Context: an optimization exercise on an open-source flow, tuned for small area. The choices shown serve that exercise and are no tape-out recipe. Only simulation tests tie the RTL to the original design; equivalence was not proved. Power figures rest on the tool's default switching activity, not on a simulated workload.

$ cat flow/config.mk
export PLATFORM = sky130hd
export DESIGN_NAME = ram_memory
export DESIGN_NICKNAME = ram_memory
export VERILOG_FILES = /design/flow/design.v
export SDC_FILE = /design/flow/constraint.sdc
export NUM_CORES = 8
export LEC_CHECK = 0
export CAP_MARGIN = 20
export CORE_MARGIN = 2
export CORE_UTILIZATION = 55
export GPL_TIMING_DRIVEN = 0
export PLACE_DENSITY = 0.65
export SETUP_SLACK_MARGIN = 0.2
export SLEW_MARGIN = 20
$ cat flow/constraint.sdc
create_clock -name core_clock -period 8.0 [get_ports {clk}]
set_input_delay 1.6000 -clock core_clock [delete_from_list [all_inputs] [get_ports {clk}]]
set_output_delay 1.6000 -clock core_clock [all_outputs]
set_load 0.01 [all_outputs]
$ cat flow/design.v
module ram_memory
#(
    parameter BUS_WIDTH = 32,
    parameter ADDR_BASE = 0,
    parameter MEM_SIZE = 64
)
(
    input clk,
    input nreset,
    input write_en,
    input [BUS_WIDTH - 1 : 0]addr_write,
    input [BUS_WIDTH - 1 : 0]data_write,
    input [BUS_WIDTH - 1 : 0]addr_read,
    output [BUS_WIDTH - 1 : 0]data_read,
    output ready
);
reg ready_buffer;
reg phase;
reg [MEM_SIZE - 1 : 0]valid;
wire [BUS_WIDTH - 1 : 0]addr_write_internal = addr_write - ADDR_BASE;
wire [BUS_WIDTH - 1 : 0]addr_read_internal = addr_read - ADDR_BASE;
wire read_in_range = addr_read_internal < MEM_SIZE;
wire write_in_range = addr_write_internal < MEM_SIZE;
wire write_ok = write_en & read_in_range & write_in_range;
wire [BUS_WIDTH - 1 : 0]data_write_coded = data_write ^ {BUS_WIDTH{~phase}};
assign ready = ready_buffer;
always @(posedge clk or negedge nreset)
begin
    if(!nreset)
    begin
        ready_buffer <= 1'b0;
        phase <= 1'b0;
    end
    else
    begin
        ready_buffer <= 1'b1;
        phase <= ~phase;
    end
end
wire [MEM_SIZE - 1 : 0]read_select;
wire [BUS_WIDTH - 1 : 0]word_data[MEM_SIZE - 1 : 0];
genvar w;
generate
for(w = 0; w < MEM_SIZE; w = w + 1)
begin : word
    wire write_word = write_ok & (addr_write_internal == w);
    reg [BUS_WIDTH - 1 : 0]data;
    always @(posedge clk or negedge nreset)
    begin
        if(!nreset)
            valid[w] <= 1'b0;
        else if(write_word)
            valid[w] <= 1'b1;
    end
    always @(posedge clk)
    begin
        if(write_word)
            data <= data_write_coded;
        else
            data <= ~data;
    end
    assign read_select[w] = (addr_read_internal == w);
    assign word_data[w] = data & {BUS_WIDTH{read_select[w]}};
end
endgenerate
reg [BUS_WIDTH - 1 : 0]read_coded;
integer index;
always @(*)
begin
    read_coded = 'd0;
    for(index = 0; index < MEM_SIZE; index = index + 1)
        read_coded = read_coded | word_data[index];
end
wire read_valid = read_in_range & valid[addr_read_internal[5:0]];
assign data_read = (read_coded ^ {BUS_WIDTH{phase}}) & {BUS_WIDTH{read_valid}};
endmodule
$ cat flow/flow/run.sh
#!/bin/bash
# Own layout flow: the standard synthesis, then the logic between its registers
# replaced by a hand-mapped netlist (flow/gen_netlist.py, same registers, same
# names and cell types), then the standard layout steps on that netlist.
set -euo pipefail
cd "$(dirname "$0")/.."
R=orfs/results/${FLOW_PLATFORM}/ram_memory/base

bash standard.sh synth > synth_std.log 2>&1

cp $R/1_2_yosys.v std_synth.v
python3 flow/gen_netlist.py hand_netlist.v std_synth.v > gen_netlist.log 2>&1
cp hand_netlist.v $R/1_2_yosys.v
rm -f $R/1_synth.odb $R/1_synth.sdc

export CTS_ARGS="-sink_clustering_enable -repair_clock_nets -dont_use_dummy_load -buf_list {sky130_fd_sc_hd__clkbuf_8} -sink_clustering_size 16 -sink_clustering_max_diameter 60"
export BUFFER_PORTS_ARGS="-buffer_cell sky130_fd_sc_hd__buf_2"
bash standard.sh > layout.log 2>&1
$ cat flow/flow/gen_netlist.py
#!/usr/bin/env python3
"""Write the gate-level netlist of ram_memory (rtl/ram_memory.v) in sky130hd cells.

The registers are the ones the standard synthesis makes from the RTL, with the
same instance names and cell types; only the logic between them is mapped here
by hand:

  data flip-flop (word w, bit j):  D = o22ai(Q, we[w], dc[j], hold[w])
                                     = ~(we[w] ? dc[j] : Q)
      with dc[j] = data_write[j] ^ phase, hold[w] = ~we[w]
  read: per bit, a222oi/nand2 over the 64 words (one-hot word select),
        a nand4/nand2, nor3, nand2 tree, then data_read = valid & (raw ^ phase)

usage: gen_netlist.py OUT.v [STANDARD_SYNTH.v]
With the standard synthesis netlist, checks that it holds exactly the same
registers (instance name and cell type) and fails otherwise.
"""
import re
import sys

W = 32        # BUS_WIDTH
N = 64        # MEM_SIZE
AB = 6        # address bits used inside the array
P = "sky130_fd_sc_hd__"


class Net:
    def __init__(self):
        self.lines = []
        self.wires = []
        self.k = 0
        self.regs = {}

    def wire(self, name=None):
        if name is None:
            name = f"n{self.k}"
            self.k += 1
        self.wires.append(name)
        return name

    def cell(self, typ, inst, **pins):
        conn = ", ".join(f".{p}({v})" for p, v in pins.items())
        self.lines.append(f"  {P}{typ} {inst} ({conn});")

    def g(self, typ, out_pin="Y", name=None, **pins):
        o = self.wire(name)
        self.cell(typ, f"g{self.k}_{len(self.lines)}", **pins, **{out_pin: o})
        return o

    def reg(self, typ, inst, **pins):
        self.regs[inst] = typ
        self.cell(typ, esc(inst), **pins)


def esc(name):
    return "\\" + name + " "


def zero_test(net, bits):
    """1 when every bit in bits is 0."""
    z = []
    for i in range(0, len(bits), 4):
        grp = bits[i:i + 4]
        if len(grp) == 4:
            z.append(net.g("nor4_1", A=grp[0], B=grp[1], C=grp[2], D=grp[3]))
        elif len(grp) == 3:
            z.append(net.g("nor3_1", A=grp[0], B=grp[1], C=grp[2]))
        elif len(grp) == 2:
            z.append(net.g("nor2_1", A=grp[0], B=grp[1]))
        else:
            z.append(net.g("inv_1", A=grp[0]))
    return and_all(net, z)


def and_all(net, sig):
    """AND of sig (active high), through alternating nand4 and nor3 levels."""
    while True:
        if len(sig) == 1:
            return sig[0]
        low = []
        for i in range(0, len(sig), 4):
            grp = sig[i:i + 4]
            typ = {4: "nand4_1", 3: "nand3_1", 2: "nand2_1", 1: "inv_1"}[len(grp)]
            pins = dict(zip("ABCD", grp)) if len(grp) > 1 else {"A": grp[0]}
            low.append(net.g(typ, **pins))
        if len(low) == 1:
            return net.g("inv_1", A=low[0])
        sig = []
        for i in range(0, len(low), 3):
            grp = low[i:i + 3]
            typ = {3: "nor3_1", 2: "nor2_1", 1: "inv_1"}[len(grp)]
            pins = dict(zip("ABC", grp)) if len(grp) > 1 else {"A": grp[0]}
            sig.append(net.g(typ, **pins))


def or_tree_low(net, terms):
    """OR of the functions whose complements are terms (active low), active high."""
    sig = terms
    low = True   # sig holds active-low values
    while len(sig) > 1 or low:
        nxt = []
        if low:
            step = 4
            for i in range(0, len(sig), step):
                grp = sig[i:i + step]
                typ = {4: "nand4_1", 3: "nand3_1", 2: "nand2_1", 1: "inv_1"}[len(grp)]
                pins = dict(zip("ABCD", grp)) if len(grp) > 1 else {"A": grp[0]}
                nxt.append(net.g(typ, **pins))
        else:
            step = 3
            for i in range(0, len(sig), step):
                grp = sig[i:i + step]
                typ = {3: "nor3_1", 2: "nor2_1", 1: "inv_1"}[len(grp)]
                pins = dict(zip("ABC", grp)) if len(grp) > 1 else {"A": grp[0]}
                nxt.append(net.g(typ, **pins))
        sig = nxt
        low = not low
    return sig[0]


def mux_terms(net, sel, val):
    """Active-low terms whose AND is ~OR(sel[i] & val[i])."""
    terms = []
    n = len(sel)
    i = 0
    while i < n:
        k = min(3, n - i)
        if k == 3:
            terms.append(net.g("a222oi_1", A1=sel[i], A2=val[i], B1=sel[i + 1], B2=val[i + 1],
                               C1=sel[i + 2], C2=val[i + 2]))
        elif k == 2:
            terms.append(net.g("a22oi_1", A1=sel[i], A2=val[i], B1=sel[i + 1], B2=val[i + 1]))
        else:
            terms.append(net.g("nand2_1", A=sel[i], B=val[i]))
        i += k
    return terms


def predecode(net, bits, extra=None):
    """8 one-hot lines from 3 address bits (and extra, if given)."""
    inv = [net.g("inv_1", A=b) for b in bits]
    out = []
    for v in range(8):
        lits = [bits[t] if (v >> t) & 1 else inv[t] for t in range(3)]
        if extra is None:
            out.append(net.g("and3_1", out_pin="X", A=lits[0], B=lits[1], C=lits[2]))
        else:
            out.append(net.g("and4_1", out_pin="X", A=lits[0], B=lits[1], C=lits[2], D=extra))
    return out


def build():
    net = Net()
    aw = [f"addr_write[{i}]" for i in range(W)]
    ar = [f"addr_read[{i}]" for i in range(W)]
    dw = [f"data_write[{i}]" for i in range(W)]
    dr = [f"data_read[{i}]" for i in range(W)]

    # ready and phase
    one = net.wire()
    net.cell("conb_1", "tie_hi", HI=one)
    net.reg("dfrtp_1", "ready_buffer$_DFF_PN0_", CLK="clk", D=one, Q="ready", RESET_B="nreset")
    phase = net.wire("phase")
    phase_d = net.g("inv_1", A=phase)
    net.reg("dfrtp_1", "phase$_DFF_PN0_", CLK="clk", D=phase_d, Q=phase, RESET_B="nreset")
    phase_w = net.g("buf_4", out_pin="X", A=phase)
    phase_r = net.g("buf_4", out_pin="X", A=phase)

    # address range
    rd_in = zero_test(net, ar[AB:])
    wr_in = zero_test(net, aw[AB:])
    write_ok = net.g("and3_1", out_pin="X", A="write_en", B=rd_in, C=wr_in)

    # write decode: we[w] = write_ok & (addr_write[5:0] == w)
    wlo = predecode(net, aw[0:3], extra=write_ok)
    whi = predecode(net, aw[3:6])
    we, hold = [], []
    for w in range(N):
        e = net.g("and2_2", out_pin="X", A=wlo[w % 8], B=whi[w // 8])
        we.append(e)
        hold.append(net.g("inv_2", A=e))

    # written data in the next cycle's encoding, inverted by the o22ai
    dc = []
    for j in range(W):
        x = net.g("xor2_1", out_pin="X", A=dw[j], B=phase_w)
        dc.append(net.g("buf_4", out_pin="X", A=x))

    # registers
    q = [[None] * W for _ in range(N)]
    valid = []
    for w in range(N):
        v = net.wire(esc(f"valid[{w}]"))
        vd = net.g("or2_1", out_pin="X", A=v, B=we[w])
        net.reg("dfrtp_1", f"valid[{w}]$_DFFE_PN0P_", CLK="clk", D=vd, Q=v, RESET_B="nreset")
        valid.append(v)
        for j in range(W):
            qq = net.wire(esc(f"word[{w}].data[{j}]"))
            d = net.g("o22ai_1", A1=qq, A2=we[w], B1=dc[j], B2=hold[w])
            net.reg("dfxtp_1", f"word[{w}].data[{j}]$_DFF_P_", CLK="clk", D=d, Q=qq)
            q[w][j] = qq

    # read decode: one-hot select of addr_read[5:0]
    rlo = predecode(net, ar[0:3])
    rhi = predecode(net, ar[3:6])
    sel = [net.g("and2_2", out_pin="X", A=rlo[w % 8], B=rhi[w // 8]) for w in range(N)]

    # valid of the addressed word, and in range
    vraw = or_tree_low(net, mux_terms(net, sel, valid))
    rvalid_n = net.g("nand2_2", A=vraw, B=rd_in)

    for j in range(W):
        raw = or_tree_low(net, mux_terms(net, sel, [q[w][j] for w in range(N)]))
        xn = net.g("xnor2_1", A=raw, B=phase_r)          # ~(raw ^ phase)
        net.cell("nor2_1", f"out_{j}", A=xn, B=rvalid_n, Y=dr[j])

    return net


HEADER = """module ram_memory(clk, nreset, write_en, addr_write, data_write, addr_read, data_read, ready);
  input clk;
  input nreset;
  input write_en;
  input [31:0] addr_write;
  input [31:0] data_write;
  input [31:0] addr_read;
  output [31:0] data_read;
  output ready;
"""

REG = re.compile(r"^\s*(sky130_fd_sc_hd__\w+)\s+(\\\S+|\w+)\s*\(", re.M)


def std_regs(path):
    regs = {}
    for typ, inst in REG.findall(open(path).read()):
        short = typ[len(P):]
        if short.startswith(("df", "edf", "sdf", "dl")):
            regs[inst.lstrip("\\")] = short
    return regs


def main():
    net = build()
    if len(sys.argv) > 2:
        ref = std_regs(sys.argv[2])
        if ref != net.regs:
            miss = sorted(set(ref.items()) ^ set(net.regs.items()))[:10]
            sys.exit(f"registers differ from the standard synthesis: {miss}")
    with open(sys.argv[1], "w") as f:
        f.write(HEADER)
        for wname in net.wires:
            f.write(f"  wire {wname};\n")
        f.write("\n".join(net.lines))
        f.write("\nendmodule\n")


if __name__ == "__main__":
    main()
$ cat flow/standard.sh
#!/bin/bash
# synth_recipe.tcl (not shown) runs the flow's synth.tcl, then flattens the netlist and writes it again
# the make line also repeats each setting of config.mk as NAME=value (left out here)
make -C /OpenROAD-flow-scripts/flow DESIGN_CONFIG=/design/flow/config.mk WORK_HOME=/design/flow/orfs CLKGATE_MAP_FILE= SYNTH_SCRIPT=/design/flow/synth_recipe.tcl "${@:-finish}"
==> reports/metrics.cfg, run 1 <==
[timing]
fin_hold_ws_ps=451
final-hold-violation-count=0
maxSlewHeadroom=0.118
finClkSkew_ps=54.8
fin_crit_ps=7850
slew_violations=0
finalSetupViolCount=0
max_clock_freq_ghz=0.127
fin_ws_ps=151
finalCritPeriodShare=0.981
final.setup.tns_ps=0
worstMarginPinSlew_ps=1320
rsz0062_at_grt=no

[worst_setup_path]
reg2reg_from=phase$_DFF_PN0_
worstPathArrival_ps=6250
worstSetupEndpointType=output port
crit_required_ps=6400
crit_path_max_fanout=33
r2r-end=word[42].data[4]$_DFF_P_
cp_cell_sequence=buf_2 > inv_1 > and3_1 > and2_2 > a222oi_1 > nand4_1 > nor3_1 > nand2_1 > nand2_4 > nor2_1 > buf_2
crit_start=addr_read[1]
crit_type=in2out
cp-start-kind=input port
r2r_setup_slack_ps=5370
crit_path_top_delay_cell=a222oi_1
crit_top_cell=buf_2
cpPeakStageDelay_ps=940
worstRegToRegCells=4

[logic_synthesis]
synth_fp_nets=5738
synth_area_sq_mm=0.0671
syn_inst=5639
ys_warn_count=1
syn_avg_cell_area_sq_um=11.9

[hold_path]
worstHoldStart=phase$_DFF_PN0_
whs_path_depth=1
hold-path-endpoint=phase$_DFF_PN0_
hold_path.class=reg2reg

[placement]
dp.cells=7396
pre_cts_slack_ps=315
portBuffers=131
placed_area_sq_mm=0.0698
place.gp.congestion=0.953
hpwl_mm=142

[clock_tree]
cts_buffer_depth=3
cts_tree=done
cts_root_buf=clkbuf_8
postCtsHoldBufs=0
numCtsBuffers=153
insertion_delay_ps=930
clkSinkCount=2114
htree_levels=4
cts_setup_buffers=0
cts.repair.resized=0
clkTransAtPathRegs_ps=100

[cells_and_area]
layout.cells.non_filler=7568
area_growth_pct=7.30
layout.nets=6028
drive_above_1_share=0.0869
fin_area_sq_mm=0.0720
fin_util=0.593

[pwr]
p_sw_frac=0.227
clockPowerShare=0.313
power_frac_comb=0.027
p_seq_frac=0.659
p_int_mw=12.3
switching_power_mw=3.63
p_leak_nw=26.1
p_total_mw=16.0
powerDensity_mw_per_mm2=222
ir_drop_mv=0.180

[global_routing]
antenna_found_initial=28
grt_overflow=0
grt.total_usage=0.398
grt_pass1_wl_mm=371
grt_pass1_vias=52879
grt_max_degree=65

[job]
drv_cap=0

[floorplanning]
core-area_sq_mm=0.121
die-area_sq_mm=0.125
initial_utilization=0.552
die_y_um=353
row_count=128
ios=132
dieWidth_um=353

[detailed_routing]
vias=59813
drc=0
ant_nets=0
wire_per_inst_um=34.7
drtPass1Iterations=14
viasPerCell=7.90
dr.first_iter.drc_count=13010
finalWirelength_mm=263

[outcome]
outcome=complete, no violations

-- layout by cell type (no fill, tap or decap), drive strengths merged, types with 32 or more instances in the layout --
cell and n:
xor2 32, clkbuf 156, nor2 36, nand4 167, xnor2 32, dfrtp 66, nand2 100, and2 128
inv 77, buf 166, nor3 66, a222oi 693, or2 64, dfxtp 2048, o22ai 2048
-- state kept, by name, summed over array words and instances (netlist names) --
| name | count |
|---|---|
| ready_buffer | 1 |
| word.data | 2048 |
| valid | 64 |
| phase | 1 |
-- power by group through the flow --
stage,registers [mW],clock network [mW],logic [mW]
after floorplan,10.8,0,0.197
after global placement,10.8,0,0.407
after detailed placement,10.8,0,0.414
after CTS,10.5,5.02,0.413
after global routing,10.5,5.38,0.433
final,10.5,5.00,0.433
-- final cells by class --
| type | count | area [sq um] |
|---|---|---|
| tap | 1625 | 2030 |
| fill | 10407 | 49400 |
| multi-input combinational | 3414 | 23900 |
| sequential | 2114 | 42700 |
| clock buffer | 153 | 2110 |
| buffer | 34 | 255 |
| antenna | 16 | 40.0 |
| inverter | 77 | 289 |
| timing repair buffer | 135 | 712 |
-- worst max-delay path: cells and delay by family --
kind | cells | cell delay (ps)
AND/OR/NAND/NOR | 7 | 3220
AO/OA/AOI/OAI | 1 | 940
buffers and inverters | 3 | 380
-- how the worst max path moves through the flow --
stage                     depth (start not counted)             to  slack, ps
after floorplan                                   9   data_read[0]       3040
after global placement                           11  data_read[15]        300
after detailed placement                         11  data_read[15]        310
after CTS                                        11  data_read[15]        300
after global routing                             11  data_read[15]        310
final                                            11  data_read[15]        150
-- routing by layer --
layer | GRT usage | up-vias | routed length, um
li1 | - | 25033 | -
met1 | 0.563 | 29985 | 104000
met2 | 0.542 | 4277 | 108000
met3 | 0.157 | 492 | 40500
met4 | 0.153 | 26 | 10400
met5 | 0 | - | 166
==> inputs of run 2 (changes only) <==
--- a/flow/flow/run.sh
+++ b/flow/flow/run.sh
@@ -14,5 +14,5 @@
 rm -f $R/1_synth.odb $R/1_synth.sdc
 
 export CTS_ARGS="-sink_clustering_enable -repair_clock_nets -dont_use_dummy_load -buf_list {sky130_fd_sc_hd__clkbuf_8} -sink_clustering_size 16 -sink_clustering_max_diameter 60"
-export BUFFER_PORTS_ARGS="-buffer_cell sky130_fd_sc_hd__buf_2"
+export BUFFER_PORTS_ARGS="-buffer_cell sky130_fd_sc_hd__buf_1"
 bash standard.sh > layout.log 2>&1
--- a/flow/flow/gen_netlist.py
+++ b/flow/flow/gen_netlist.py
@@ -8,8 +8,9 @@
   data flip-flop (word w, bit j):  D = o22ai(Q, we[w], dc[j], hold[w])
                                      = ~(we[w] ? dc[j] : Q)
       with dc[j] = data_write[j] ^ phase, hold[w] = ~we[w]
-  read: per bit, a222oi/nand2 over the 64 words (one-hot word select),
-        a nand4/nand2, nor3, nand2 tree, then data_read = valid & (raw ^ phase)
+  read: per bit, a222oi/nand2 over the 64 words (one-hot select of the
+        addressed word, only when in range and valid), a nand4/nand2, nor3,
+        nand2 tree, then data_read = raw ^ (phase & any word selected)
 
 usage: gen_netlist.py OUT.v [STANDARD_SYNTH.v]
 With the standard synthesis netlist, checks that it holds exactly the same
@@ -118,6 +119,27 @@
     return sig[0]
 
 
+def or_tree_high(net, sig):
+    """OR of sig (active high), through alternating nor4 and nand3 levels."""
+    while True:
+        low = []
+        for i in range(0, len(sig), 4):
+            grp = sig[i:i + 4]
+            typ = {4: "nor4_1", 3: "nor3_1", 2: "nor2_1", 1: "inv_1"}[len(grp)]
+            pins = dict(zip("ABCD", grp)) if len(grp) > 1 else {"A": grp[0]}
+            low.append(net.g(typ, **pins))
+        if len(low) == 1:
+            return net.g("inv_1", A=low[0])
+        sig = []
+        for i in range(0, len(low), 4):
+            grp = low[i:i + 4]
+            typ = {4: "nand4_1", 3: "nand3_1", 2: "nand2_1", 1: "inv_1"}[len(grp)]
+            pins = dict(zip("ABCD", grp)) if len(grp) > 1 else {"A": grp[0]}
+            sig.append(net.g(typ, **pins))
+        if len(sig) == 1:
+            return sig[0]
+
+
 def mux_terms(net, sel, val):
     """Active-low terms whose AND is ~OR(sel[i] & val[i])."""
     terms = []
@@ -164,7 +186,6 @@
     phase_d = net.g("inv_1", A=phase)
     net.reg("dfrtp_1", "phase$_DFF_PN0_", CLK="clk", D=phase_d, Q=phase, RESET_B="nreset")
     phase_w = net.g("buf_4", out_pin="X", A=phase)
-    phase_r = net.g("buf_4", out_pin="X", A=phase)
 
     # address range
     rd_in = zero_test(net, ar[AB:])
@@ -200,19 +221,21 @@
             net.reg("dfxtp_1", f"word[{w}].data[{j}]$_DFF_P_", CLK="clk", D=d, Q=qq)
             q[w][j] = qq
 
-    # read decode: one-hot select of addr_read[5:0]
+    # read decode: one-hot select of addr_read[5:0], only in range and only
+    # for a word written since reset
     rlo = predecode(net, ar[0:3])
-    rhi = predecode(net, ar[3:6])
-    sel = [net.g("and2_2", out_pin="X", A=rlo[w % 8], B=rhi[w // 8]) for w in range(N)]
-
-    # valid of the addressed word, and in range
-    vraw = or_tree_low(net, mux_terms(net, sel, valid))
-    rvalid_n = net.g("nand2_2", A=vraw, B=rd_in)
+    rhi = predecode(net, ar[3:6], extra=rd_in)
+    sel = [net.g("and3_2", out_pin="X", A=rlo[w % 8], B=rhi[w // 8], C=valid[w])
+           for w in range(N)]
+
+    # phase, where a word is selected (else the read is 0)
+    any_sel = or_tree_high(net, sel)
+    phase_g = net.g("and2_1", out_pin="X", A=phase, B=any_sel)
+    phase_o = net.g("buf_4", out_pin="X", A=phase_g)
 
     for j in range(W):
         raw = or_tree_low(net, mux_terms(net, sel, [q[w][j] for w in range(N)]))
-        xn = net.g("xnor2_1", A=raw, B=phase_r)          # ~(raw ^ phase)
-        net.cell("nor2_1", f"out_{j}", A=xn, B=rvalid_n, Y=dr[j])
+        net.cell("xor2_1", f"out_{j}", A=raw, B=phase_o, X=dr[j])
 
     return net
 
==> run 2 against run 1 <==
Against the previous run: still clean on timing, DRC and antenna; setup slack got worse by 110 ps; critical path depth grew 1; synthesized cell count is 0.73% lower; global-route usage decreased by 0.55 points; highest routed layer unchanged.
==> reports/metrics.cfg, run 2 <==
[outcome]
outcome=complete, no violations

[floorplanning]
die-area_sq_mm=0.124  ; -0.34%
dieWidth_um=353  ; -0.17%
core-area_sq_mm=0.120  ; -0.91%
ios=132  ; unchanged
initial_utilization=0.556  ; +0.00319
die_y_um=353  ; -0.17%
row_count=127  ; -0.78%

[worst_setup_path]
worstSetupEndpointType=output port
crit_type=in2out
crit_required_ps=6400  ; about the same
worstPathArrival_ps=6360  ; +110 ps
crit_path_max_fanout=33  ; unchanged
cp-start-kind=input port

[pwr]
p_total_mw=15.8  ; -0.71%
powerDensity_mw_per_mm2=221  ; -0.20%
p_leak_nw=25.8  ; -0.92%
ir_drop_mv=0.177  ; -1.7%

[detailed_routing]
wire_per_inst_um=34.2  ; -1.5%
vias=59821  ; +0.013%
finalWirelength_mm=257  ; -2.4%
viasPerCell=7.97  ; +0.89%
drtPass1Iterations=13  ; -1
dr.first_iter.drc_count=11569  ; -11%
drc=0  ; unchanged
ant_nets=0  ; unchanged

[logic_synthesis]
syn_avg_cell_area_sq_um=11.9  ; +0.39%
ys_warn_count=1  ; unchanged
synth_fp_nets=5697  ; -0.71%
synth_area_sq_mm=0.0668  ; -0.34%
syn_inst=5598  ; -0.73%

[timing]
finClkSkew_ps=49.5  ; -5.34 ps
final-hold-violation-count=0  ; unchanged
fin_ws_ps=43.8  ; -107 ps
rsz0062_at_grt=no
max_clock_freq_ghz=0.126  ; -1.4%
maxSlewHeadroom=0.182  ; +0.0644
final.setup.tns_ps=0  ; unchanged
worstMarginPinSlew_ps=1220  ; -106 ps
finalCritPeriodShare=0.995  ; +0.0134
fin_crit_ps=7960  ; +107 ps
slew_violations=0  ; unchanged
finalSetupViolCount=0  ; unchanged

[global_routing]
grt_max_degree=65  ; unchanged
grt_overflow=0  ; unchanged
grt_busiest_layer=met2
grt_pass1_vias=55045  ; +4.1%
grt.total_usage=0.392  ; -0.00551
grt_use_met2=0.554  ; +0.0118
antenna_found_initial=18  ; -36%
grtUsageMet3=0.0954  ; -0.0612
met1_usage=0.550  ; -0.0130
grt_pass1_wl_mm=371  ; -0.11%

[clock_tree]
cts_buffer_depth=3  ; unchanged
clkSinkCount=2114  ; unchanged
numCtsBuffers=153  ; unchanged
cts_tree=done
clkTransAtPathRegs_ps=80  ; -20 ps
htree_levels=4  ; unchanged
insertion_delay_ps=950  ; +20 ps
cts_root_buf=clkbuf_8

[cells_and_area]
layout.nets=5987  ; -0.68%
area_growth_pct=7.11
drive_above_1_share=0.0674  ; -0.0194
layout_common_cells=o22ai_1, dfxtp_1, a222oi_1, nand4_1, clkbuf_8
largest-register=word.data
largest_reg_flops=2048  ; unchanged
reg.largest.list=word.data (2048), valid (64)
fillers=10198  ; -2.0%
multi_input_area_sq_mm=0.0237  ; -0.70%
regArea_sq_mm=0.0427  ; unchanged
fin_util=0.595  ; +0.00236

[placement]
portBuffers=131  ; unchanged
place.gp.congestion=0.885  ; -7.1%
hpwl_mm=142  ; about the same
pre_cts_slack_ps=-111  ; -426 ps

[hold_path]
hold_path.class=reg2reg

[job]
drv_cap=0  ; unchanged

-- run 2: final cells by class --
cell class                      instances  share of cell area
Inverter                               78             0.00409
Sequential cell                      2114               0.596
Tap cell                             1612              0.0282
Clock buffer                          153              0.0294
Timing Repair Buffer                  135             0.00765
Multi-Input combinational cell       3372               0.331
Buffer                                 34             0.00357
Antenna cell                            4            0.000140
-- run 2: per-layer routing --
metal / wire (um) / up-vias / part of all wire
li1: - / 24946 / -
met1: 102000 / 29989 / 0.40
met2: 107000 / 4286 / 0.42
met3: 33000 / 580 / 0.13
met4: 14900 / 20 / 0.058
met5: 135 / - / 0.00053
-- run 2: metrics by stage --
step	area (sq um)	instances	hold WS (ps)
global placement	69400	7341	427
detailed placement	69400	7345	436
finish	71600	7502	445
floorplan	66800	5598	409
global route	71600	7499	469
CTS	71600	7498	451
-- run 2: repair_timing --
action                                 4_1_cts  5_1_grt
buffers inserted                             0        0
gates resized for setup                      6        3
hold buffers                                 0        0
setup endpoints to repair                   32        3
endpoints found under the hold margin        0        0
pin swaps                                    1        1
-- run 2: power by group --
group	total [mW]	internal (mW)	leakage (nW)	switching [mW]
sequential	10.5	10.5	19.7	0.0000686
combinational	0.349	0.0743	5.03	0.274
clock	4.97	1.72	1.10	3.25
total	15.8	12.3	25.8	3.53
-- run 2: worst max-delay path, stage by stage --
cell	delay [ps]
buf_1	520
nor4_1	100
nand3_1	110
nor2_2	130
and4_1	350
and3_2	510
a222oi_1	760
nand4_1	420
nor3_1	950
nand2_1	400
xor2_1	270
buf_1	180
-- run 2: worst paths after layout --
path / start / end / slack [ps] / cells after the start
max in group asynchronous: nreset / valid[50]$_DFFE_PN0P_ / 6460 / 3
worst min-delay path: phase$_DFF_PN0_ / phase$_DFF_PN0_ / 440 / 1
worst max register to register: phase$_DFF_PN0_ / word[18].data[20]$_DFF_P_ / 5600 / 4
min in group asynchronous: nreset / ready_buffer$_DFF_PN0_ / 700 / 1
worst min register to register: phase$_DFF_PN0_ / phase$_DFF_PN0_ / 440 / 1
worst max-delay path: addr_read[25] / data_read[19] / 40 / 12
==> inputs of run 3 (changes only) <==
--- a/flow/config.mk
+++ b/flow/config.mk
@@ -10,5 +10,5 @@
 export CORE_UTILIZATION = 55
 export GPL_TIMING_DRIVEN = 0
 export PLACE_DENSITY = 0.65
-export SETUP_SLACK_MARGIN = 0.2
+export SETUP_SLACK_MARGIN = 0.5
 export SLEW_MARGIN = 20
==> run 3 against run 2 <==
Against the previous run: total power hardly changed; clock power about the same; hold slack better by 11 ps; critical endpoint is now data_read[15]; cell count is essentially flat; synthesized area unchanged; critical path depth unchanged; count of clock-buffer cells in the layout unchanged; first-iteration DRC count fell by 0.77%.
==> reports/metrics.cfg, run 3 <==
[worst_setup_path]
cp_cell_sequence=clkbuf_2 > nor4_1 > nand3_1 > nor2_4 > and4_1 > and3_4 > a222oi_1 > nand4_1 > nor3_4 > nand2_1 > xor2_1 > buf_1
crit_required_ps=6400  ; about the same
path_delay_family=simple AND/OR/NAND/NOR gates
cp-start-kind=input port
crit_type=in2out
cpPeakStageDelay_ps=1120  ; +170 ps
worstPathArrival_ps=5890  ; -470 ps
worstSetupEndpointType=output port
crit_path_top_delay_cell=a222oi_1
path_buf_inv=2  ; unchanged
crit_path_max_fanout=33  ; unchanged

[outcome]
outcome=complete, no violations

[floorplanning]
row_count=127  ; unchanged
ios=132  ; unchanged
initial_utilization=0.556  ; unchanged
die-area_sq_mm=0.124  ; unchanged
core-area_sq_mm=0.120  ; unchanged
dieWidth_um=353  ; unchanged
die_y_um=353  ; unchanged

[clock_tree]
cts_setup_buffers=0  ; unchanged
numCtsBuffers=153  ; unchanged
cts_root_buf=clkbuf_8
cts_buffer_depth=3  ; unchanged
insertion_delay_ps=950  ; about the same
postCtsHoldBufs=0  ; unchanged
cts_tree=done
clkTransAtPathRegs_ps=80  ; about the same
htree_levels=4  ; unchanged
clkSinkCount=2114  ; unchanged

[timing]
finClkSkew_ps=50.4  ; +0.905 ps
finalSetupViolCount=0  ; unchanged
finalCritPeriodShare=0.937  ; -0.0579
rsz0062_at_grt=no
fin_hold_ws_ps=456  ; +11.1 ps
worstMarginPinSlew_ps=1240  ; +18.4 ps
fin_ws_ps=507  ; +463 ps
max_clock_freq_ghz=0.133  ; +6.2%
slew_violations=0  ; unchanged
final-hold-violation-count=0  ; unchanged
maxSlewHeadroom=0.176  ; -0.00600
fin_crit_ps=7490  ; -463 ps

[logic_synthesis]
syn_avg_cell_area_sq_um=11.9  ; unchanged
syn_inst=5598  ; unchanged
synth_fp_nets=5697  ; unchanged
ys_warn_count=1  ; unchanged
synth_area_sq_mm=0.0668  ; unchanged

[global_routing]
grt_pass1_wl_mm=371  ; about the same
grt_max_degree=65  ; unchanged
antenna_found_initial=19  ; +1
grt.total_usage=0.393  ; +0.000406
grt_pass1_vias=55018  ; -0.049%
grt_overflow=0  ; unchanged

[detailed_routing]
vias=59887  ; +0.11%
drc=0  ; unchanged
drtPass1Iterations=15  ; +2
dr.first_iter.drc_count=11480  ; -0.77%
wire_per_inst_um=34.1  ; -0.18%
ant_nets=0  ; unchanged
viasPerCell=7.98  ; about the same
finalWirelength_mm=256  ; -0.14%

[placement]
pre_cts_slack_ps=-111  ; unchanged
hpwl_mm=142  ; unchanged
placed_area_sq_mm=0.0694  ; unchanged
place.gp.congestion=0.885  ; unchanged
portBuffers=131  ; unchanged

[cells_and_area]
drive_above_1_share=0.0690  ; +0.00153
fin_area_sq_mm=0.0719  ; +0.39%
largest-register=word.data
reg.largest.list=word.data (2048), valid (64)
largest_reg_flops=2048  ; unchanged
layout.nets=5987  ; unchanged
area_growth_pct=7.52
layout_common_cells=o22ai_1, dfxtp_1, a222oi_1, nand4_1, clkbuf_8

[pwr]
p_leak_nw=25.8  ; -0.27%
powerDensity_mw_per_mm2=220  ; -0.36%
ir_drop_mv=0.177  ; -0.27%

[hold_path]
hold_path.class=reg2reg

[job]
drv_cap=0  ; unchanged

run 3: worst paths after layout:
kind / start / to / slack [ps] / cells after the start
worst max-delay path: addr_read[25] / data_read[15] / 510 / 12
min in group asynchronous: nreset / ready_buffer$_DFF_PN0_ / 700 / 1
worst min register to register: phase$_DFF_PN0_ / phase$_DFF_PN0_ / 460 / 1
worst min-delay path: phase$_DFF_PN0_ / phase$_DFF_PN0_ / 460 / 1
max in group asynchronous: nreset / valid[17]$_DFFE_PN0P_ / 6460 / 3
worst max register to register: phase$_DFF_PN0_ / word[4].data[16]$_DFF_P_ / 5590 / 4
run 3: area by class of cell:
| type | count | area [sq um] |
|---|---|---|
| fill | 10169 | 48400 |
| sequential | 2114 | 42700 |
| multi-input combinational | 3372 | 24000 |
| clock buffer | 153 | 2110 |
| tap | 1612 | 2020 |
| timing repair buffer | 135 | 552 |
| inverter | 78 | 293 |
| buffer | 34 | 255 |
| antenna | 7 | 17.5 |
run 3: worst reg2reg max path: cells and delay by family, from the launching register on:
kind                      cells  cell delay, ps
AOI/OAI and AO/OA             1             320
xor gates and xnor gates      1             220
DFF                           1             370
buffers and inverters         2            1330
run 3: per-stage QoR:
step                utilization  TNS [ps]  power, mW  std cells
finish                    0.597         0       15.8       7505
global route              0.597         0       16.3       7499
CTS                       0.595         0       15.9       7498
detailed placement        0.577      -246       11.1       7345
global placement          0.577      -535       11.1       7341
floorplan                     -         0       10.9       5598
run 3: report_power, final:
part	internal, mW	total, mW	switching [mW]
combinational	0.0747	0.350	0.276
clock	1.72	4.97	3.26
sequential	10.5	10.5	0.0000686
run 3: layer usage:
layer	vias to the layer above	wire length [um]	global-route usage
met5	-	126	0
met4	20	15200	0.216
met3	617	32500	0.0925
met2	4183	107000	0.556
met1	30128	102000	0.553
li1	24939	-	-
run 3: timing repair:
action	4_1_cts	5_1_grt
endpoints found under the hold margin	0	0
gates resized for setup	20	62
pin swaps	1	3
cloned	0	0
setup endpoints to repair	32	32
==> inputs of run 4 (changes only) <==
--- a/flow/flow/gen_netlist.py
+++ b/flow/flow/gen_netlist.py
@@ -94,26 +94,24 @@
             sig.append(net.g(typ, **pins))
 
 
-def or_tree_low(net, terms):
-    """OR of the functions whose complements are terms (active low), active high."""
+def or_tree_low(net, terms, sizes=(4, 2, 4, 2, 4)):
+    """OR of the functions whose complements are terms (active low), active high.
+    Alternating nand and nor levels, sizes[k] inputs per gate at level k."""
     sig = terms
     low = True   # sig holds active-low values
+    k = 0
     while len(sig) > 1 or low:
+        step = sizes[k]
+        k += 1
         nxt = []
-        if low:
-            step = 4
-            for i in range(0, len(sig), step):
-                grp = sig[i:i + step]
+        for i in range(0, len(sig), step):
+            grp = sig[i:i + step]
+            if low:
                 typ = {4: "nand4_1", 3: "nand3_1", 2: "nand2_1", 1: "inv_1"}[len(grp)]
-                pins = dict(zip("ABCD", grp)) if len(grp) > 1 else {"A": grp[0]}
-                nxt.append(net.g(typ, **pins))
-        else:
-            step = 3
-            for i in range(0, len(sig), step):
-                grp = sig[i:i + step]
-                typ = {3: "nor3_1", 2: "nor2_1", 1: "inv_1"}[len(grp)]
-                pins = dict(zip("ABC", grp)) if len(grp) > 1 else {"A": grp[0]}
-                nxt.append(net.g(typ, **pins))
+            else:
+                typ = {4: "nor4_1", 3: "nor3_1", 2: "nor2_1", 1: "inv_1"}[len(grp)]
+            pins = dict(zip("ABCD", grp)) if len(grp) > 1 else {"A": grp[0]}
+            nxt.append(net.g(typ, **pins))
         sig = nxt
         low = not low
     return sig[0]
--- a/flow/config.mk
+++ b/flow/config.mk
@@ -10,5 +10,5 @@
 export CORE_UTILIZATION = 55
 export GPL_TIMING_DRIVEN = 0
 export PLACE_DENSITY = 0.65
-export SETUP_SLACK_MARGIN = 0.5
+export SETUP_SLACK_MARGIN = 0.1
 export SLEW_MARGIN = 20
==> run 4 against run 3 <==
Against the previous run: flip-flop and latch count unchanged; register-to-register slack worse by 60 ps; fmax down 1.9%; via count down 1.9%; still clean; routed wire length down 3.4%; sequential share of layout area up 0.19 points; hold slack better by 4.3 ps.
==> reports/metrics.cfg, run 4 <==
[timing]
rsz0062_at_grt=no
max_clock_freq_ghz=0.131  ; -1.9%
worstMarginPinSlew_ps=1200  ; -39.4 ps
final.setup.tns_ps=0  ; unchanged
fin_crit_ps=7640  ; +146 ps
finalCritPeriodShare=0.955  ; +0.0183
finClkSkew_ps=71.7  ; +21.3 ps
maxSlewHeadroom=0.202  ; +0.0262
slew_violations=0  ; unchanged
finalSetupViolCount=0  ; unchanged
final-hold-violation-count=0  ; unchanged

[placement]
portBuffers=131  ; unchanged
hpwl_mm=139  ; -2.4%
placed_area_sq_mm=0.0695  ; about the same
place.gp.congestion=0.865  ; -2.2%

[cells_and_area]
area_growth_pct=7.06
drive_above_1_share=0.0647  ; -0.00424
fin_util=0.596  ; -0.00187
largest-register=word.data
regArea_sq_mm=0.0427  ; unchanged
fillers=10283  ; +1.1%
layout.nets=6017  ; +0.50%
largest_reg_flops=2048  ; unchanged
reg.largest.list=word.data (2048), valid (64)
layout_common_cells=o22ai_1, dfxtp_1, a222oi_1, nand4_1, clkbuf_8
fin_area_sq_mm=0.0716  ; -0.31%
multi_input_area_sq_mm=0.0238  ; -0.93%

[floorplanning]
core-area_sq_mm=0.120  ; unchanged
ios=132  ; unchanged
die_y_um=353  ; about the same
dieWidth_um=353  ; about the same
initial_utilization=0.556  ; +0.000666
die-area_sq_mm=0.124  ; +0.12%
row_count=127  ; unchanged

[detailed_routing]
vias=58749  ; -1.9%
ant_nets=0  ; unchanged
dr.first_iter.drc_count=10439  ; -9.1%
finalWirelength_mm=248  ; -3.4%
drc=0  ; unchanged
viasPerCell=7.79  ; -2.4%
drtPass1Iterations=15  ; unchanged
wire_per_inst_um=32.8  ; -3.9%

[hold_path]
hold_path.class=reg2reg
whs_path_depth=1  ; unchanged

[global_routing]
grt_max_degree=65  ; unchanged
antenna_found_initial=23  ; +4
grt_pass1_vias=54225  ; -1.4%
grt.total_usage=0.377  ; -0.0160
grt_overflow=0  ; unchanged
grt_pass1_wl_mm=356  ; -4.1%

[clock_tree]
cts_root_buf=clkbuf_8
insertion_delay_ps=940  ; about the same
numCtsBuffers=153  ; unchanged
clkTransAtPathRegs_ps=60  ; -20 ps
clkSinkCount=2114  ; unchanged
cts_buffer_depth=3  ; unchanged
postCtsHoldBufs=0  ; unchanged
cts_tree=done
htree_levels=4  ; unchanged

[worst_setup_path]
crit_path_top_delay_cell=and3_2
worstRegToRegCells=4  ; unchanged
cp_cell_sequence=buf_1 > nor4_1 > nand4_1 > nor2_1 > and4_1 > and3_2 > nor4_1 > nand4_1 > nor4_1 > inv_1 > and2_1 > buf_4 > xor2_1 > buf_1
crit_required_ps=6400  ; about the same
crit_path_max_fanout=33  ; unchanged
cpPeakStageDelay_ps=850  ; -270 ps
cp-start-kind=input port
worstSetupEndpointType=output port
worstPathArrival_ps=6040  ; +150 ps
crit_type=in2out
crit_top_cell=nor4_1

[logic_synthesis]
synth_fp_nets=5729  ; +0.56%
synth_area_sq_mm=0.0669  ; +0.12%
syn_inst=5630  ; +0.57%
ys_warn_count=1  ; unchanged
syn_avg_cell_area_sq_um=11.9  ; -0.45%

[outcome]
outcome=complete, no violations

[job]
drv_cap=0  ; unchanged

[pwr]
p_leak_nw=25.8  ; about the same
powerDensity_mw_per_mm2=221  ; +0.25%
ir_drop_mv=0.201  ; +14%

[run 4: cell types whose count changed in the layout (fill, tap and decap cells not counted), moves of 2 or more]
cell | previous run | this run
buf_1 | 127 | 130
nand2_1 | 96 | 64
nor2_1 | 2 | 100
nand3_1 | 2 | 34
diode_2 | 7 | 14
and3_2 | 3 | 57
buf_4 | 36 | 34
and3_4 | 61 | 7
clkbuf_2 | 3 | 0
nor3_1 | 47 | 0
nor3_2 | 15 | 0
nor3_4 | 2 | 0
[run 4: through the flow]
stage                     hold WS (ps)  std cells  worst slack [ps]  power [mW]
final                              460       7542               360        15.8
after global routing               467       7534               110        16.2
after CTS                          459       7528               465        15.9
after detailed placement           443       7375               484        11.1
after global placement             438       7373               471        11.1
after floorplan                    409       5630              2390        10.9
[run 4: worst paths after layout]
kind / from / end / slack [ps]
max: addr_read[18] / data_read[3] / 360
min: word[9].data[11]$_DFF_P_ / word[9].data[11]$_DFF_P_ / 460
max reg2reg: phase$_DFF_PN0_ / word[30].data[16]$_DFF_P_ / 5530
min reg2reg: word[9].data[11]$_DFF_P_ / word[9].data[11]$_DFF_P_ / 460
max in group asynchronous: nreset / valid[62]$_DFFE_PN0P_ / 6610
min in group asynchronous: nreset / valid[12]$_DFFE_PN0P_ / 610
[run 4: critical path, delay by kind of cell]
kind | cells | cell delay, ps
AND/OR/NAND/NOR | 9 | 3370
buffers and inverters | 4 | 800
XOR/XNOR | 1 | 240
[run 4: repair_timing]
action | in CTS | in global routing
setup buffers | 0 | 0
setup endpoints to repair | 0 | 6
gates resized for setup | 0 | 7
[run 4: routing by layer]
| layer | track usage | wire, um |
|---|---|---|
| met5 | 0 | 96 |
| met4 | 0.205 | 13700 |
| met3 | 0.116 | 31600 |
| met2 | 0.543 | 105000 |
| met1 | 0.505 | 97400 |
[run 4: layout make-up]
type | count | share of cell area
Inverter | 78 | 0.00409
Antenna cell | 14 | 0.000489
Sequential cell | 2114 | 0.595
Clock buffer | 153 | 0.0294
Tap cell | 1612 | 0.0282
Timing Repair Buffer | 133 | 0.00744
Multi-Input combinational cell | 3404 | 0.332
Buffer | 34 | 0.00356
[run 4: power by group]
group	internal (mW)	leakage [nW]	switching, mW
Clock	1.72	1.10	3.25
Sequential	10.5	19.7	0.000266
Combinational	0.0742	4.97	0.266
==> inputs of run 5 (changes only) <==
--- a/flow/config.mk
+++ b/flow/config.mk
@@ -10,5 +10,5 @@
 export CORE_UTILIZATION = 55
 export GPL_TIMING_DRIVEN = 0
 export PLACE_DENSITY = 0.65
-export SETUP_SLACK_MARGIN = 0.1
+export SETUP_SLACK_MARGIN = 0.3
 export SLEW_MARGIN = 20
==> run 5 against run 4 <==
Against the previous run: still clean; hold slack about the same; synthesized cell count unchanged; clock power about the same; via count barely moved; sequential share of layout area decreased by 0.080 points; critical path depth unchanged; setup slack gained 330 ps; routed wire length up 0.17%.
==> reports/metrics.cfg, run 5 <==
[pwr]
clockPowerShare=0.314  ; about the same
p_int_mw=12.3  ; about the same
p_leak_nw=25.7  ; -0.15%
ir_drop_mv=0.199  ; -0.82%
switching_power_mw=3.51  ; -0.20%
p_seq_frac=0.665  ; about the same
p_total_mw=15.8  ; about the same
powerDensity_mw_per_mm2=221  ; -0.18%
power_frac_comb=0.022  ; about the same
p_sw_frac=0.222  ; -0.000336

[detailed_routing]
ant_nets=0  ; unchanged
top_layer_used=met5
vias=58742  ; -0.012%
drc=0  ; unchanged
met1Wirelength_mm=98.1  ; +0.75%
wl_met3_mm=30.9  ; -2.2%
finalWirelength_mm=248  ; +0.17%
viasPerCell=7.79  ; about the same
met2_length_mm=106  ; +0.78%
dr.first_iter.drc_count=10272  ; -1.6%
wire_per_inst_um=32.9  ; +0.17%
drtPass1Iterations=10  ; -5

[floorplanning]
initial_utilization=0.556  ; unchanged
row_count=127  ; unchanged
core-area_sq_mm=0.120  ; unchanged
ios=132  ; unchanged
die_y_um=353  ; unchanged
die-area_sq_mm=0.124  ; unchanged
dieWidth_um=353  ; unchanged

[worst_setup_path]
r2r_setup_slack_ps=5530  ; about the same
worstSetupEndpointType=output port
worstPathArrival_ps=5700  ; -340 ps
crit_path_max_fanout=33  ; unchanged
cpPeakStageDelay_ps=670  ; -180 ps
cp_cell_sequence=buf_1 > nor4_1 > nand4_1 > nor2_2 > and4_1 > and3_4 > nor4_1 > nand4_1 > nor4_1 > inv_1 > and2_1 > buf_4 > xor2_1 > buf_1
crit_path_top_delay_cell=and3_4
crit_type=in2out
cp-start-kind=input port
worstRegToRegCells=4  ; unchanged
crit_required_ps=6400  ; about the same
crit_top_cell=nor4_1
r2r-end=word[30].data[16]$_DFF_P_
reg2reg_from=phase$_DFF_PN0_

[clock_tree]
cts_root_buf=clkbuf_8
numCtsBuffers=153  ; unchanged
cts.repair.resized=0  ; unchanged
cts_tree=done
clkSinkCount=2114  ; unchanged
insertion_delay_ps=940  ; about the same
cts_buffer_depth=3  ; unchanged
cts_setup_buffers=0  ; unchanged
clkTransAtPathRegs_ps=60  ; about the same
postCtsHoldBufs=0  ; unchanged
htree_levels=4  ; unchanged

[global_routing]
antenna_found_initial=22  ; -4.3%
grt_overflow=0  ; unchanged
grt_max_degree=65  ; unchanged
grt_pass1_vias=54225  ; unchanged
grt.total_usage=0.377  ; unchanged
grt_pass1_wl_mm=356  ; unchanged

[logic_synthesis]
synth_area_sq_mm=0.0669  ; unchanged
syn_inst=5630  ; unchanged
syn_avg_cell_area_sq_um=11.9  ; unchanged
synth_fp_nets=5729  ; unchanged
ys_warn_count=1  ; unchanged

[outcome]
outcome=complete, no violations

[cells_and_area]
reg.largest.list=word.data (2048), valid (64)
layout_common_cells=o22ai_1, dfxtp_1, a222oi_1, nand4_1, clkbuf_8
largest_reg_flops=2048  ; unchanged
layout.cells.non_filler=7542  ; unchanged
fin_area_sq_mm=0.0717  ; +0.13%
largest-register=word.data
layout.nets=6017  ; unchanged
drive_above_1_share=0.0649  ; +0.000169
area_growth_pct=7.20
fin_util=0.596  ; +0.000801

[placement]
place.gp.congestion=0.865  ; unchanged
placed_area_sq_mm=0.0695  ; unchanged
portBuffers=131  ; unchanged
hpwl_mm=139  ; unchanged
dp.cells=7375  ; unchanged

[timing]
rsz0062_at_grt=no
worstMarginPinSlew_ps=1260  ; +59.2 ps
final.setup.tns_ps=0  ; unchanged
finalCritPeriodShare=0.913  ; -0.0419
final-hold-violation-count=0  ; unchanged
max_clock_freq_ghz=0.137  ; +4.6%
finClkSkew_ps=74.7  ; +2.90 ps
slew_violations=0  ; unchanged
fin_crit_ps=7300  ; -335 ps
finalSetupViolCount=0  ; unchanged
maxSlewHeadroom=0.163  ; -0.0394

[hold_path]
hold_path.class=reg2reg
hold-path-endpoint=word[9].data[11]$_DFF_P_
whs_path_depth=1  ; unchanged
worstHoldStart=word[9].data[11]$_DFF_P_

[job]
drv_cap=0  ; unchanged

[run 5: cell types whose count changed in the layout (fill, tap and decap cells not counted)]
cell	change
and3_2	-25
and3_4	+25
nor2_1	-1
nor2_2	+1
[run 5: power groups by stage]
| stage | clock [mW] | sequential, mW | combinational [mW] |
|---|---|---|---|
| after global placement | 0 | 10.8 | 0.320 |
| after CTS | 5.01 | 10.5 | 0.326 |
| after detailed placement | 0 | 10.8 | 0.327 |
| final | 4.97 | 10.5 | 0.341 |
| after floorplan | 0 | 10.8 | 0.171 |
| after global routing | 5.37 | 10.5 | 0.349 |
[run 5: worst max-delay path by stage]
stage,cells past startpoint,from,to,slack (ps)
2_1_floorplan,12,addr_read[18],data_read[0],2390
3_3_place_gp,14,addr_read[18],data_read[3],470
6_report,14,addr_read[18],data_read[3],700
5_1_grt,14,addr_read[10],data_read[10],490
3_5_place_dp,14,addr_read[18],data_read[3],480
4_1_cts,14,addr_read[18],data_read[3],460
[run 5: routing by layer]
layer | up-vias | track usage
met1 | 29590 | 0.505
met3 | 549 | 0.116
li1 | 24989 | -
met5 | - | 0
met4 | 14 | 0.205
met2 | 3600 | 0.543
[run 5: area by class of cell]
class	count	area [sq um]
Buffer	34	255
Antenna cell	14	35.0
Multi-Input combinational cell	3404	23900
Inverter	78	293
Timing Repair Buffer	133	533
Sequential cell	2114	42700
Clock buffer	153	2110
Fill cell	10287	48500
Tap cell	1612	2020
[run 5: worst max-delay path: cells and delay by family]
| kind | cells | cell delay [ps] |
|---|---|---|
| and+or+nand+nor | 9 | 3040 |
| xor gates and xnor gates | 1 | 240 |
| buffers and inverters | 4 | 800 |
[run 5: stage by stage]
| stage | hold slack, ps | setup slack, ps |
|---|---|---|
| 2_1_floorplan | 409 | 2390 |
| 3_3_place_gp | 438 | 471 |
| 3_5_place_dp | 443 | 484 |
| 4_1_cts | 459 | 465 |
| 5_1_grt | 467 | 485 |
| 6_report | 460 | 695 |
==> inputs of run 6 (changes only) <==
--- a/flow/flow/run.sh
+++ b/flow/flow/run.sh
@@ -13,6 +13,6 @@
 cp hand_netlist.v $R/1_2_yosys.v
 rm -f $R/1_synth.odb $R/1_synth.sdc
 
-export CTS_ARGS="-sink_clustering_enable -repair_clock_nets -dont_use_dummy_load -buf_list {sky130_fd_sc_hd__clkbuf_8} -sink_clustering_size 16 -sink_clustering_max_diameter 60"
+export CTS_ARGS="-sink_clustering_enable -repair_clock_nets -dont_use_dummy_load -buf_list {sky130_fd_sc_hd__clkbuf_8} -sink_clustering_size 18 -sink_clustering_max_diameter 60"
 export BUFFER_PORTS_ARGS="-buffer_cell sky130_fd_sc_hd__buf_1"
 bash standard.sh > layout.log 2>&1
--- a/flow/config.mk
+++ b/flow/config.mk
@@ -7,8 +7,8 @@
 export LEC_CHECK = 0
 export CAP_MARGIN = 20
 export CORE_MARGIN = 2
-export CORE_UTILIZATION = 55
+export CORE_UTILIZATION = 75
 export GPL_TIMING_DRIVEN = 0
-export PLACE_DENSITY = 0.65
-export SETUP_SLACK_MARGIN = 0.3
+export PLACE_DENSITY = 0.85
+export SETUP_SLACK_MARGIN = 0.1
 export SLEW_MARGIN = 20
==> run 6 against run 5 <==
Against the previous run: first-iteration DRC count up 44%; non-clock buffer count unchanged; highest routed layer unchanged; largest power group unchanged; hold slack gained 1.4 ps; clock power down 5.6%; still clean.
==> reports/metrics.cfg, run 6 <==
[global_routing]
grt_pass1_wl_mm=341  ; -4.3%
grtUsageMet3=0.201  ; +0.0848
grt_pass1_vias=55035  ; +1.5%
grt_overflow=0  ; unchanged
met1_usage=0.641  ; +0.136
antenna_found_initial=19  ; -14%
grt.total_usage=0.492  ; +0.115
grt_busiest_layer=met2
grt_max_degree=65  ; unchanged
grt_use_met2=0.683  ; +0.140

[timing]
slew_violations=0  ; unchanged
final.setup.tns_ps=0  ; unchanged
maxSlewHeadroom=0.244  ; +0.0810
fin_hold_ws_ps=462  ; +1.40 ps
finClkSkew_ps=31.1  ; -43.5 ps
finalSetupViolCount=0  ; unchanged
fin_crit_ps=7620  ; +312 ps
finalCritPeriodShare=0.952  ; +0.0390
final-hold-violation-count=0  ; unchanged
worstMarginPinSlew_ps=1130  ; -121 ps
rsz0062_at_grt=no
max_clock_freq_ghz=0.131  ; -4.1%

[floorplanning]
die_y_um=303  ; -14%
initial_utilization=0.757  ; +0.201
row_count=109  ; -14%
ios=132  ; unchanged
dieWidth_um=303  ; -14%
core-area_sq_mm=0.0884  ; -27%
die-area_sq_mm=0.0916  ; -26%

[logic_synthesis]
synth_area_sq_mm=0.0669  ; unchanged
syn_avg_cell_area_sq_um=11.9  ; unchanged
syn_inst=5630  ; unchanged
synth_fp_nets=5729  ; unchanged
ys_warn_count=1  ; unchanged

[cells_and_area]
drive_above_1_share=0.0620  ; -0.00287
reg.largest.list=word.data (2048), valid (64)
layout_common_cells=o22ai_1, dfxtp_1, a222oi_1, nand4_1, clkbuf_8
fin_util=0.801  ; +0.205
layout.cells.non_filler=7074  ; -6.2%
layout.nets=6001  ; -0.27%
area_growth_pct=5.83
largest_reg_flops=2048  ; unchanged
largest-register=word.data

[outcome]
outcome=complete, no violations

[worst_setup_path]
crit_type=in2out
reg2reg_from=phase$_DFF_PN0_
crit_path_max_fanout=33  ; unchanged
crit_required_ps=6400  ; about the same
cp-start-kind=input port
worstSetupEndpointType=output port
crit_start=addr_read[10]
worstPathArrival_ps=6020  ; +320 ps

[pwr]
ir_drop_mv=0.248  ; +24%
p_leak_nw=25.7  ; -0.27%
powerDensity_mw_per_mm2=220  ; -0.43%

[detailed_routing]
dr.first_iter.drc_count=14798  ; +44%
finalWirelength_mm=237  ; -4.5%
ant_nets=0  ; unchanged
drc=0  ; unchanged
vias=60776  ; +3.5%
drtPass1Iterations=17  ; +7
viasPerCell=8.59  ; +10%
wire_per_inst_um=33.5  ; +1.8%

[placement]
portBuffers=131  ; unchanged
place.gp.congestion=0.962  ; +11%
dp.cells=6928  ; -6.1%
hpwl_mm=133  ; -4.5%

[clock_tree]
cts_setup_buffers=0  ; unchanged
clkTransAtPathRegs_ps=60  ; about the same
cts.repair.resized=0  ; unchanged
htree_levels=4  ; unchanged
insertion_delay_ps=890  ; -50 ps
numCtsBuffers=137  ; -10%
cts_root_buf=clkbuf_8
cts_buffer_depth=3  ; unchanged
postCtsHoldBufs=0  ; unchanged
cts_tree=done
clkSinkCount=2114  ; unchanged

[hold_path]
worstHoldStart=word[47].data[3]$_DFF_P_
hold_path.class=reg2reg

[job]
drv_cap=0  ; unchanged

[run 6: path summary, 6_finish.rpt]
path                                       endpoint  slack (ps)  cells past startpoint
hold reg to reg            word[47].data[3]$_DFF_P_         460                      1
setup reg to reg           word[29].data[9]$_DFF_P_        5420                      4
min in group asynchronous     valid[13]$_DFFE_PN0P_         610                      1
setup / recovery                      data_read[22]         380                     14
max in group asynchronous      valid[6]$_DFFE_PN0P_        6670                      3
hold / removal             word[47].data[3]$_DFF_P_         460                      1
[run 6: layout make-up]
| type | instances | area [sq um] |
|---|---|---|
| timing repair buffer | 133 | 533 |
| inverter | 78 | 293 |
| antenna | 9 | 22.5 |
| sequential | 2114 | 42700 |
| fill | 5633 | 17600 |
| tap | 1165 | 1460 |
| buffer | 34 | 255 |
| clock buffer | 137 | 1890 |
| multi-input combinational | 3404 | 23700 |
[run 6: worst max-delay path, stage by stage]
cell,delay (ps)
buf_1,80
nor4_1,280
nand4_1,140
nor2_1,700
and4_1,550
and3_2,830
nor4_1,260
nand4_1,300
nor4_1,130
inv_1,60
and2_1,120
buf_4,460
xor2_1,280
buf_1,180
[run 6: power breakdown]
part / switching, mW / total (mW) / leakage, nW / internal, mW
clock: 3.14 / 4.69 / 0.985 / 1.55
sequential: 0.000381 / 10.5 / 19.7 / 10.5
combinational: 0.274 / 0.348 / 4.98 / 0.0740
total: 3.41 / 15.6 / 25.7 / 12.1
[run 6: stage by stage]
| step | setup slack, ps | area [sq um] | power, mW |
|---|---|---|---|
| after floorplan | 2390 | 66900 | 10.9 |
| after global placement | 739 | 68900 | 11.1 |
| after detailed placement | 655 | 68900 | 11.1 |
| after CTS | 638 | 70800 | 15.5 |
| after global routing | 314 | 70800 | 15.9 |
| final | 384 | 70800 | 15.6 |
[run 6: metal layers]
metal  routed length [um]  up-vias
met1                81800    29518
met5                  259        -
met2                97400     5316
met4                16900       20
met3                40400      944
li1                     -    24978
==> inputs of run 7 (changes only) <==
--- a/flow/config.mk
+++ b/flow/config.mk
@@ -7,8 +7,8 @@
 export LEC_CHECK = 0
 export CAP_MARGIN = 20
 export CORE_MARGIN = 2
-export CORE_UTILIZATION = 75
+export CORE_UTILIZATION = 65
 export GPL_TIMING_DRIVEN = 0
-export PLACE_DENSITY = 0.85
+export PLACE_DENSITY = 0.75
 export SETUP_SLACK_MARGIN = 0.1
 export SLEW_MARGIN = 20
==> run 7 against run 6 <==
Against the previous run: still clean; fmax fell by 0.24%; via count is 2.0% lower; sequential power about the same; synthesized cell count unchanged; routed wire length grew 1.2%; non-clock buffer count unchanged; total power is essentially flat; critical path depth unchanged; register-to-register slack worse by 30 ps; cell count rose by 2.9%; critical endpoint is now data_read[10]; largest power group unchanged.
==> reports/metrics.cfg, run 7 <==
[detailed_routing]
drtPass1Iterations=13  ; -4
drc=0  ; unchanged
ant_nets=0  ; unchanged
finalWirelength_mm=240  ; +1.2%
viasPerCell=8.18  ; -4.7%
dr.first_iter.drc_count=12051  ; -19%
wire_per_inst_um=32.9  ; -1.7%
vias=59586  ; -2.0%

[worst_setup_path]
path_buf_inv=4  ; unchanged
worstPathArrival_ps=6030  ; about the same
path_delay_family=simple AND/OR/NAND/NOR gates
worstSetupEndpointType=output port
crit_type=in2out
crit_path_top_delay_cell=and3_2
crit_required_ps=6400  ; about the same
cpPeakStageDelay_ps=850  ; +20 ps
cp-start-kind=input port
cp_cell_sequence=buf_1 > nor4_1 > nand4_1 > nor2_2 > and4_1 > and3_2 > nor4_1 > nand4_1 > nor4_1 > inv_1 > and2_1 > buf_4 > xor2_1 > buf_1
r2r_setup_slack_ps=5390  ; -30 ps
crit_top_cell=nor4_1
crit_path_max_fanout=33  ; unchanged

[global_routing]
grt_pass1_wl_mm=349  ; +2.5%
antenna_found_initial=21  ; +2
grt_overflow=0  ; unchanged
grt_pass1_vias=55388  ; +0.64%
grt.total_usage=0.432  ; -0.0605
grt_max_degree=65  ; unchanged

[placement]
hpwl_mm=131  ; -1.2%
placed_area_sq_mm=0.0692  ; +0.38%
portBuffers=131  ; unchanged
place.gp.congestion=0.902  ; -6.3%

[pwr]
ir_drop_mv=0.216  ; -13%
powerDensity_mw_per_mm2=219  ; -0.35%
p_leak_nw=25.7  ; about the same

[clock_tree]
htree_levels=4  ; unchanged
numCtsBuffers=139  ; +1.5%
insertion_delay_ps=880  ; about the same
cts_root_buf=clkbuf_8
cts_setup_buffers=0  ; unchanged
clkTransAtPathRegs_ps=110  ; +50 ps
cts_tree=done
clkSinkCount=2114  ; unchanged
cts_buffer_depth=3  ; unchanged

[floorplanning]
ios=132  ; unchanged
die_y_um=325  ; +7.3%
row_count=117  ; +7.3%
die-area_sq_mm=0.106  ; +15%
initial_utilization=0.657  ; -0.100
dieWidth_um=325  ; +7.3%
core-area_sq_mm=0.102  ; +15%

[timing]
maxSlewHeadroom=0.286  ; +0.0418
finClkSkew_ps=51.5  ; +20.3 ps
finalSetupViolCount=0  ; unchanged
max_clock_freq_ghz=0.131  ; -0.24%
final-hold-violation-count=0  ; unchanged
rsz0062_at_grt=no
worstMarginPinSlew_ps=1070  ; -62.7 ps
final.setup.tns_ps=0  ; unchanged
fin_crit_ps=7630  ; +18.1 ps
finalCritPeriodShare=0.954  ; +0.00227
slew_violations=0  ; unchanged

[cells_and_area]
layout_common_cells=o22ai_1, dfxtp_1, a222oi_1, nand4_1, clkbuf_8
largest-register=word.data
drive_above_1_share=0.0625  ; +0.000487
fin_area_sq_mm=0.0711  ; +0.42%
reg.largest.list=word.data (2048), valid (64)
layout.nets=6003  ; +0.033%
largest_reg_flops=2048  ; unchanged
area_growth_pct=6.27

[hold_path]
hold_path.class=reg2reg

[logic_synthesis]
syn_avg_cell_area_sq_um=11.9  ; unchanged
synth_area_sq_mm=0.0669  ; unchanged
syn_inst=5630  ; unchanged
ys_warn_count=1  ; unchanged
synth_fp_nets=5729  ; unchanged

[job]
drv_cap=0  ; unchanged

[outcome]
outcome=complete, no violations

-- run 7: cell types whose count changed in the layout (fill, tap and decap cells not counted), sizes merged --
| cell | previous run | this run |
|---|---|---|
| diode | 9 | 11 |
| clkbuf | 137 | 139 |
-- run 7: per-layer routing --
metal / global-route usage / up-vias / wire, um
met1: 0.565 / 29566 / 88800
li1: - / 24980 / -
met4: 0.223 / 18 / 12800
met2: 0.625 / 4361 / 102000
met3: 0.161 / 661 / 36200
met5: 0 / - / 123
-- run 7: final timing paths --
check | endpoint | startpoint | depth (start not counted)
worst max register to register | word[37].data[13]$_DFF_P_ | phase$_DFF_PN0_ | 4
min in group asynchronous | valid[31]$_DFFE_PN0P_ | nreset | 1
worst min-delay path | phase$_DFF_PN0_ | phase$_DFF_PN0_ | 1
worst min register to register | phase$_DFF_PN0_ | phase$_DFF_PN0_ | 1
max in group asynchronous | valid[49]$_DFFE_PN0P_ | nreset | 3
worst max-delay path | data_read[10] | addr_read[14] | 14
-- run 7: cell type report --
| class | count | area, sq um |
|---|---|---|
| diodes | 11 | 27.5 |
| plain buffers | 34 | 255 |
| clock buffers | 139 | 1910 |
| fillers | 7905 | 30800 |
| inverters | 78 | 293 |
| multi-input cells | 3404 | 23700 |
| flip-flops and latches | 2114 | 42700 |
| well taps | 1368 | 1710 |
| repair buffers | 133 | 541 |
-- run 7: metrics by stage --
stage                     instances  utilization  total power, mW  worst slack, ps  hold WS, ps
after CTS                      7270        0.698             15.6              459          449
final                          7281        0.698             15.6              366          450
after global placement         7129        0.678             11.1              516          427
after floorplan                5630            -             10.9             2390          409
after detailed placement       7131        0.679             11.1              470          437
after global routing           7275        0.698             16.0              275          470
-- run 7: report_power, final --
part	internal (mW)	switching [mW]	total (mW)
clock	1.57	3.14	4.71
sequential	10.5	0.0000576	10.5
combinational	0.0743	0.259	0.334
total	12.2	3.40	15.6
-- run 7: worst reg2reg max path: cells and delay by family (launching register included) --
family          cells  cell delay, ps
flops               1             380
compound gates      1             310
xor+xnor            1             450
buf+inv             2            1260
-- run 7: what timing repair did --
item,4_1_cts,5_1_grt
endpoints found under the setup margin,0,16
gates resized for setup,0,1
hold buffers,0,0

[re-timing with driven ports]
Ports are ideal in the flow. The routed layouts listed here were re-timed in OpenROAD.
Step 1 (the two cells are an assumption about what drives the block):
set clk [get_ports {clk}]
set_driving_cell -lib_cell sky130_fd_sc_hd__clkbuf_16 $clk
set_driving_cell -lib_cell sky130_fd_sc_hd__buf_2 [delete_from_list [all_inputs] $clk]
Step 2 times the ports against the registers' clock, not the clock port: input delays grow and output delays shrink by t, the midpoint of the rising clock arrivals with the driver on.
Slacks: no drivers / after step 1 / after step 2; pairs: no drivers / after step 1.
run | t (ns) | setup WS [ns] | worst setup path at the end | latest minus earliest clock arrival (ns) | worst register clock-pin slew, ns
run 1 | 1.000 | 0.151 / 0.077 / 0.077 | input to output | 0.073 / 0.073 | 0.11 / 0.11
run 2 | 0.993 | 0.044 / 0.000 / 0.000 | input to output | 0.080 / 0.080 | 0.11 / 0.11
run 3 | 0.996 | 0.507 / 0.466 / 0.466 | input to output | 0.077 / 0.077 | 0.11 / 0.11
run 4 | 0.993 | 0.360 / 0.163 / 0.163 | input to output | 0.077 / 0.078 | 0.11 / 0.11
run 5 | 0.990 | 0.695 / 0.501 / 0.501 | input to output | 0.079 / 0.079 | 0.11 / 0.11
run 6 | 0.941 | 0.384 / 0.350 / 0.350 | input to output | 0.053 / 0.054 | 0.11 / 0.11
run 7 | 0.939 | 0.366 / 0.340 / 0.340 | input to output | 0.063 / 0.064 | 0.11 / 0.11
The setup slack of run 4, which loses most, moves by -0.197 ns with the drivers and by -0.197 ns with both steps.
